From an optimization exercise on the open Yosys and OpenROAD flow, aimed at a short achievable clock period and few clock cycles; shortcuts taken in it are not production practice. Function was checked by simulation only, so behaviour that the tests miss may differ from the original. Power and IR drop assume default switching activity.

==> module register_file, before the edit <==
module register_file(
    input [1:0] idx,
    input [15:0] r0, input [15:0] r1, input [15:0] r2, input [15:0] r3,
    input [15:0] r4, input [15:0] r5, input [15:0] r6, input [15:0] r7,
    output [15:0] lo,
    output [15:0] hi
);
    wire [3:0] oh0, oh1, oh2, oh3;
    rf_dec4 d0 (.idx(idx), .oh(oh0));
    rf_dec4 d1 (.idx(idx), .oh(oh1));
    rf_dec4 d2 (.idx(idx), .oh(oh2));
    rf_dec4 d3 (.idx(idx), .oh(oh3));
    rf_sel4 s0 (.oh(oh0), .d0(r0[7:0]), .d1(r1[7:0]), .d2(r2[7:0]), .d3(r3[7:0]), .y(lo[7:0]));
    rf_sel4 s1 (.oh(oh1), .d0(r0[15:8]), .d1(r1[15:8]), .d2(r2[15:8]), .d3(r3[15:8]), .y(lo[15:8]));
    rf_sel4 s2 (.oh(oh2), .d0(r4[7:0]), .d1(r5[7:0]), .d2(r6[7:0]), .d3(r7[7:0]), .y(hi[7:0]));
    rf_sel4 s3 (.oh(oh3), .d0(r4[15:8]), .d1(r5[15:8]), .d2(r6[15:8]), .d3(r7[15:8]), .y(hi[15:8]));
endmodule
==> module rf_dec4, before the edit <==
module rf_dec4(
    input [1:0] idx,
    output [3:0] oh
);
    assign oh = {idx[1] & idx[0], idx[1] & ~idx[0], ~idx[1] & idx[0], ~idx[1] & ~idx[0]};
endmodule
==> module rf_sel4, before the edit <==
module rf_sel4(
    input [3:0] oh,
    input [7:0] d0, input [7:0] d1, input [7:0] d2, input [7:0] d3,
    output [7:0] y
);
    assign y = (d0 & {8{oh[0]}}) | (d1 & {8{oh[1]}}) | (d2 & {8{oh[2]}}) | (d3 & {8{oh[3]}});
endmodule
export LEC_CHECK = 0
export ABC_AREA = 1
export CAP_MARGIN = 20
export CORE_MARGIN = 2
export CORE_UTILIZATION = 40
export SETUP_SLACK_MARGIN = 3.5
export SLEW_MARGIN = 20
export SYNTH_HIERARCHICAL = 1
export SYNTH_MINIMUM_KEEP_SIZE = 0
create_clock -name core_clock -period 5.5 [get_ports {clk}]
standard.sh (not shown) runs the stock make flow with config.mk's settings and CLKGATE_MAP_FILE= SYNTH_SCRIPT=/design/flow/synth_recipe.tcl, a recipe that flattens the netlist after the stock synthesis.
==> flow/flow/run.sh <==
#!/bin/bash
# The standard layout, with two changes to how cells are sized: the port
# buffers are sky130_fd_sc_hd__buf_4 (the standard flow's buffer_ports picks
# a delay cell), and timing repair may resize a cell to a different
# footprint.
set -euo pipefail
bash standard.sh "BUFFER_PORTS_ARGS=-buffer_cell sky130_fd_sc_hd__buf_4" \
    MATCH_CELL_FOOTPRINT=0 finish > standard.log 2>&1
Testbench counts at the start, summed over its fixed seeds: cycles 20,048.
Next try:
--- a/flow/design.v
+++ b/flow/design.v
@@ -229,31 +229,17 @@
     input [1:0] idx,
     input [15:0] r0, input [15:0] r1, input [15:0] r2, input [15:0] r3,
     input [15:0] r4, input [15:0] r5, input [15:0] r6, input [15:0] r7,
-    output [15:0] lo,
-    output [15:0] hi
+    output reg [15:0] lo,
+    output reg [15:0] hi
 );
-    wire [3:0] oh0, oh1, oh2, oh3;
-    rf_dec4 d0 (.idx(idx), .oh(oh0));
-    rf_dec4 d1 (.idx(idx), .oh(oh1));
-    rf_dec4 d2 (.idx(idx), .oh(oh2));
-    rf_dec4 d3 (.idx(idx), .oh(oh3));
-    rf_sel4 s0 (.oh(oh0), .d0(r0[7:0]), .d1(r1[7:0]), .d2(r2[7:0]), .d3(r3[7:0]), .y(lo[7:0]));
-    rf_sel4 s1 (.oh(oh1), .d0(r0[15:8]), .d1(r1[15:8]), .d2(r2[15:8]), .d3(r3[15:8]), .y(lo[15:8]));
-    rf_sel4 s2 (.oh(oh2), .d0(r4[7:0]), .d1(r5[7:0]), .d2(r6[7:0]), .d3(r7[7:0]), .y(hi[7:0]));
-    rf_sel4 s3 (.oh(oh3), .d0(r4[15:8]), .d1(r5[15:8]), .d2(r6[15:8]), .d3(r7[15:8]), .y(hi[15:8]));
-endmodule
-module rf_dec4(
-    input [1:0] idx,
-    output [3:0] oh
-);
-    assign oh = {idx[1] & idx[0], idx[1] & ~idx[0], ~idx[1] & idx[0], ~idx[1] & ~idx[0]};
-endmodule
-module rf_sel4(
-    input [3:0] oh,
-    input [7:0] d0, input [7:0] d1, input [7:0] d2, input [7:0] d3,
-    output [7:0] y
-);
-    assign y = (d0 & {8{oh[0]}}) | (d1 & {8{oh[1]}}) | (d2 & {8{oh[2]}}) | (d3 & {8{oh[3]}});
+    always @(*) begin
+        case (idx)
+            2'd0: begin lo = r0; hi = r4; end
+            2'd1: begin lo = r1; hi = r5; end
+            2'd2: begin lo = r2; hi = r6; end
+            default: begin lo = r3; hi = r7; end
+        endcase
+    end
 endmodule
 module operand_prep(
     input [15:0] p1,         
The changed run finished with timing, DRC and antenna clean.
Total power came out lower by 0.93%.
Routed wire length came out higher by about 1.1%.
Setup slack gets better by 11 ps.
Maximum frequency increases by about 0.5%.
Die area is lower by 2.4%.
Testbench counts after the change, summed over its fixed seeds: cycles 20,048.

========
== job 7231 ==
Starting RTL as in the previous note.
clock: 5.5 ns
lec_check: 0
abc_area: 1
cap_margin: 20
core_margin: 2
core_utilization: 40
setup_slack_margin: 3.3
slew_margin: 20
synth_hierarchical: 1
synth_minimum_keep_size: 0
Scripts as last shown in full above: flow/flow/run.sh
Job 7231 closes out successfully: all stages finished, all timing, DRC and antenna checks passed.
Testbench counts of job 7231, summed over its fixed seeds: cycles 20,048.
The following lists how job 8232 was set up differently from job 7231:
--- a/flow/design.v
+++ b/flow/design.v
@@ -230,29 +230,15 @@
     input [15:0] r0, input [15:0] r1, input [15:0] r2, input [15:0] r3,
     input [15:0] r4, input [15:0] r5, input [15:0] r6, input [15:0] r7,
-    output [15:0] lo,
-    output [15:0] hi
+    output reg [15:0] lo,
+    output reg [15:0] hi
 );
-    wire [3:0] oh0, oh1, oh2, oh3;
-    rf_dec4 d0 (.idx(idx), .oh(oh0));
-    rf_dec4 d1 (.idx(idx), .oh(oh1));
-    rf_dec4 d2 (.idx(idx), .oh(oh2));
-    rf_dec4 d3 (.idx(idx), .oh(oh3));
-    rf_sel4 s0 (.oh(oh0), .d0(r0[7:0]), .d1(r1[7:0]), .d2(r2[7:0]), .d3(r3[7:0]), .y(lo[7:0]));
-    rf_sel4 s1 (.oh(oh1), .d0(r0[15:8]), .d1(r1[15:8]), .d2(r2[15:8]), .d3(r3[15:8]), .y(lo[15:8]));
-    rf_sel4 s2 (.oh(oh2), .d0(r4[7:0]), .d1(r5[7:0]), .d2(r6[7:0]), .d3(r7[7:0]), .y(hi[7:0]));
-    rf_sel4 s3 (.oh(oh3), .d0(r4[15:8]), .d1(r5[15:8]), .d2(r6[15:8]), .d3(r7[15:8]), .y(hi[15:8]));
-endmodule
-module rf_dec4(
-    input [1:0] idx,
-    output [3:0] oh
-);
-    assign oh = {idx[1] & idx[0], idx[1] & ~idx[0], ~idx[1] & idx[0], ~idx[1] & ~idx[0]};
-endmodule
-module rf_sel4(
-    input [3:0] oh,
-    input [7:0] d0, input [7:0] d1, input [7:0] d2, input [7:0] d3,
-    output [7:0] y
-);
-    assign y = (d0 & {8{oh[0]}}) | (d1 & {8{oh[1]}}) | (d2 & {8{oh[2]}}) | (d3 & {8{oh[3]}});
+    always @(*) begin
+        case (idx)
+            2'd0: begin lo = r0; hi = r4; end
+            2'd1: begin lo = r1; hi = r5; end
+            2'd2: begin lo = r2; hi = r6; end
+            default: begin lo = r3; hi = r7; end
+        endcase
+    end
 endmodule
 module operand_prep(
==> run notes <==
When job 8232 is measured against job 7231, its slack of the critical path turns out 13 ps higher. Taking job 7231 as the reference, in job 8232 proportion of layout cells with a drive suffix above 1 moved up, multi-input combinational area share moved up, power consumed by combinational cells moved up, synthesis-to-layout area growth moved down, count of clock-buffer cells in the layout moved up. Against job 7231, number of nets in the finished design in job 8232 fell by more than 10%.
Testbench counts of job 8232, summed over its fixed seeds: cycles 20,048.

========
Another version of the RTL of processor (not shown whole).
For scale: about 56 I/O pins.
==> flow/design.v (excerpt) <==
module processor(
    input clk,
    input reset,
    output [4:0] mem_addr,
    output [15:0] mem_wdata,
    output mem_we,
    input [15:0] mem_rdata,
    output [15:0] result
);
    reg [15:0] RA, RB, RC, RD, RE, RF, RG, RH;
    reg carry_flag, zero_flag;
    reg [4:0] addr_q;        
    reg [4:0] mem_addr_q;    
    reg fetch_q;             
    reg [4:0] resume_q;      
    reg we_q;
    reg [15:0] wdata_q;
    reg [7:0] ld_we;         
    reg ex_valid;            
    reg [2:0] ex_rd;
    reg [7:0] ex_we;         
    reg ex_sub, ex_dec, ex_rrc;
    reg ex_subn_z;           
    reg rrc0_q;              
    reg [15:0] an_lo, an_hi, bn_lo, bn_hi;
    reg [15:0] fwd_an;       
    reg [15:0] fwd_bn;       
    reg [15:0] fwd_bsn;      
    reg [15:0] wb_q;
    reg [7:0] wb_we;
    reg rf_clear;            
    assign mem_addr = mem_addr_q;
    assign mem_we = we_q;
    reg [15:0] st_q;
    assign mem_wdata = wdata_q | st_q;
    assign result = RD;
    wire [15:0] opa, opb;
    nand3_16 sela (.a(an_lo), .b(an_hi), .c(fwd_an), .y(opa));
  ...
make LEC_CHECK=0 ABC_AREA=1 CAP_MARGIN=20 CORE_MARGIN=2 CORE_UTILIZATION=40 SETUP_SLACK_MARGIN=3.3 SLEW_MARGIN=20 SYNTH_HIERARCHICAL=1 SYNTH_MINIMUM_KEEP_SIZE=0 finish   # period 5.5 ns
run.sh (not shown) runs the stock make flow with config.mk's settings and CLKGATE_MAP_FILE= SYNTH_SCRIPT=/design/flow/synth_recipe.tcl, a recipe that flattens the netlist after the stock synthesis.
Stock flow here: none of the scripts above is used.
Testbench counts at the start, summed over its fixed seeds: cycles 20,048.
==> next run, changes <==
--- a/flow/design.v
+++ b/flow/design.v
@@ -156,48 +156,48 @@
     genvar i;
     generate
         for (i = 1; i < 16; i = i + 1) begin : bits
             assign y[i] = con[i-1] ? x0[i] : x1[i];
         end
     endgenerate
 endmodule
 `timescale 1ns / 1ps
 module PC(
+    input reset,             
     input z,
     input coutn,             
     input [4:0] zt,
     input [4:0] zf,
     input [4:0] ct,
     input [4:0] cf,
     output [4:0] addr
 );
     wire [4:0] zpart = z ? zt : zf;
     wire [4:0] cpart = coutn ? cf : ct;
-    assign addr = zpart | cpart;
+    assign addr = (zpart | cpart) & {5{~reset}};
 endmodule
 module addr_cand(
     input [4:0] op,          
     input fetch,             
-    input reset,
     input ex_valid,          
     input carry_flag,
     input zero_flag,
     input exc_1,             
     input exc_0,             
     input [4:0] tgt,
     input [4:0] inc,
     input [4:0] other,       
     output [4:0] zt,
     output [4:0] zf,
     output [4:0] ct,
     output [4:0] cf
 );
-    wire norm = fetch & ~reset;
+    wire norm = fetch;
     wire jcc = norm & (op[4:2] == 3'b101);
     wire j_c1 = jcc & (op[1:0] == 2'b11);    
     wire j_c0 = jcc & (op[1:0] == 2'b00);    
     wire j_z1 = jcc & (op[1:0] == 2'b01);    
     wire j_z0 = jcc & (op[1:0] == 2'b10);    
     wire late_z = ex_valid & (j_z1 | j_z0);
     wire late_c = ex_valid & (j_c1 | j_c0);
     wire take_early = (op[4:2] == 3'b000) | (op[4:2] == 3'b001) | (op[4:2] == 3'b100) |
                       (j_c1 & carry_flag) | (j_c0 & ~carry_flag) |
@@ -390,27 +390,27 @@
         .coutn(con[15]), .z(ex_z),
         .c_if1(~reset & (ex_valid ? exc_1 : carry_flag)),
         .c_if0(~reset & (ex_valid ? exc_0 : carry_flag)),
         .z_take(~reset & ex_valid), .z_else(~reset & zero_flag),
         .carry_next(carry_next), .zero_next(zero_next)
     );
     wire [4:0] addr_inc = addr_q + 5'd1;
     wire [4:0] tgt = ins[4:0];
     wire [4:0] zt, zf, ct, cf;
-    addr_cand cand_inst (.op(ins[15:11]), .fetch(fetch_q), .reset(reset),
+    addr_cand cand_inst (.op(ins[15:11]), .fetch(fetch_q),
         .ex_valid(ex_valid), .carry_flag(carry_flag), .zero_flag(zero_flag),
         .exc_1(exc_1), .exc_0(exc_0), .tgt(tgt), .inc(addr_inc),
-        .other(reset ? 5'd0 : resume_q),
+        .other(resume_q),
         .zt(zt), .zf(zf), .ct(ct), .cf(cf));
     wire [4:0] next_addr, next_mem_addr;
-    PC pc_inst (.z(ex_z), .coutn(con[15]), .zt(zt), .zf(zf), .ct(ct), .cf(cf),
+    PC pc_inst (.reset(reset), .z(ex_z), .coutn(con[15]), .zt(zt), .zf(zf), .ct(ct), .cf(cf),
         .addr(next_addr));
-    PC pc_out (.z(ex_z), .coutn(con[15]), .zt(zt), .zf(zf), .ct(ct), .cf(cf),
+    PC pc_out (.reset(reset), .z(ex_z), .coutn(con[15]), .zt(zt), .zf(zf), .ct(ct), .cf(cf),
         .addr(next_mem_addr));
     always @(posedge clk) begin
         addr_q <= next_addr;
         mem_addr_q <= next_mem_addr;
         carry_flag <= carry_next;
         zero_flag <= zero_next;
         wb_q <= wb_d;
         fwd_an <= fwd_an_d;
         fwd_bn <= fwd_bn_d;
- worst setup slack gets worse by 0.0039 ns
- via count came out higher by 0.66%
- non-clock buffer count came out higher by 6
- design area is about the same
- register-to-register slack gets better by 0.05 ns
- area after synthesis came out lower by 1.3%
- clock power came out higher by about 6%
- total power came out higher by 0.44%
- sequential power barely changes
- clock-buffer cell count came out lower by 6
- cell count came out lower by 0.84%
- wire length came out lower by 0.55%
- global-route usage came out higher by 1.1 points
- critical path depth is unchanged
Testbench counts after the change, summed over its fixed seeds: cycles 20,048.

-- port drivers added, routing unchanged --
In the flow no input, the clock included, has a driving cell. The finished layouts below were timed again as built, in two steps.
Step 1 assumes that a clkbuf_16 drives the clock port and a buf_2 every other input.
Step 2 also shifts input and output timing later by t, the mid clock arrival at the registers, as if the neighbouring blocks saw the same clock.
a / b / c = ideal / step 1 / step 2; a / b = the first two.
run | shift t [ns] | slack for setup (ns) | worst setup path at the end | clock arrival spread, ns
the first run of note 1 | 0.635 | 3.275 / 3.214 / 2.674 | input to register | 0.026 / 0.025
the second run of note 1 | 0.633 | 3.286 / 3.225 / 2.661 | input to register | 0.034 / 0.034
job 7231 | 0.637 | 3.273 / 3.214 / 2.703 | input to register | 0.028 / 0.028
job 8232 | 0.635 | 3.287 / 3.224 / 2.643 | input to register | 0.019 / 0.019
the first run of note 3 | 0.627 | 3.110 / 3.052 / 2.676 | input to register | 0.016 / 0.016
the second run of note 3 | 0.632 | 3.107 / 3.048 / 2.684 | input to register | 0.018 / 0.018
After both steps setup and hold are still met in every run listed. The setup slack of job 8232, which loses most, moves by -0.063 ns with the drivers and by -0.644 ns with both steps.
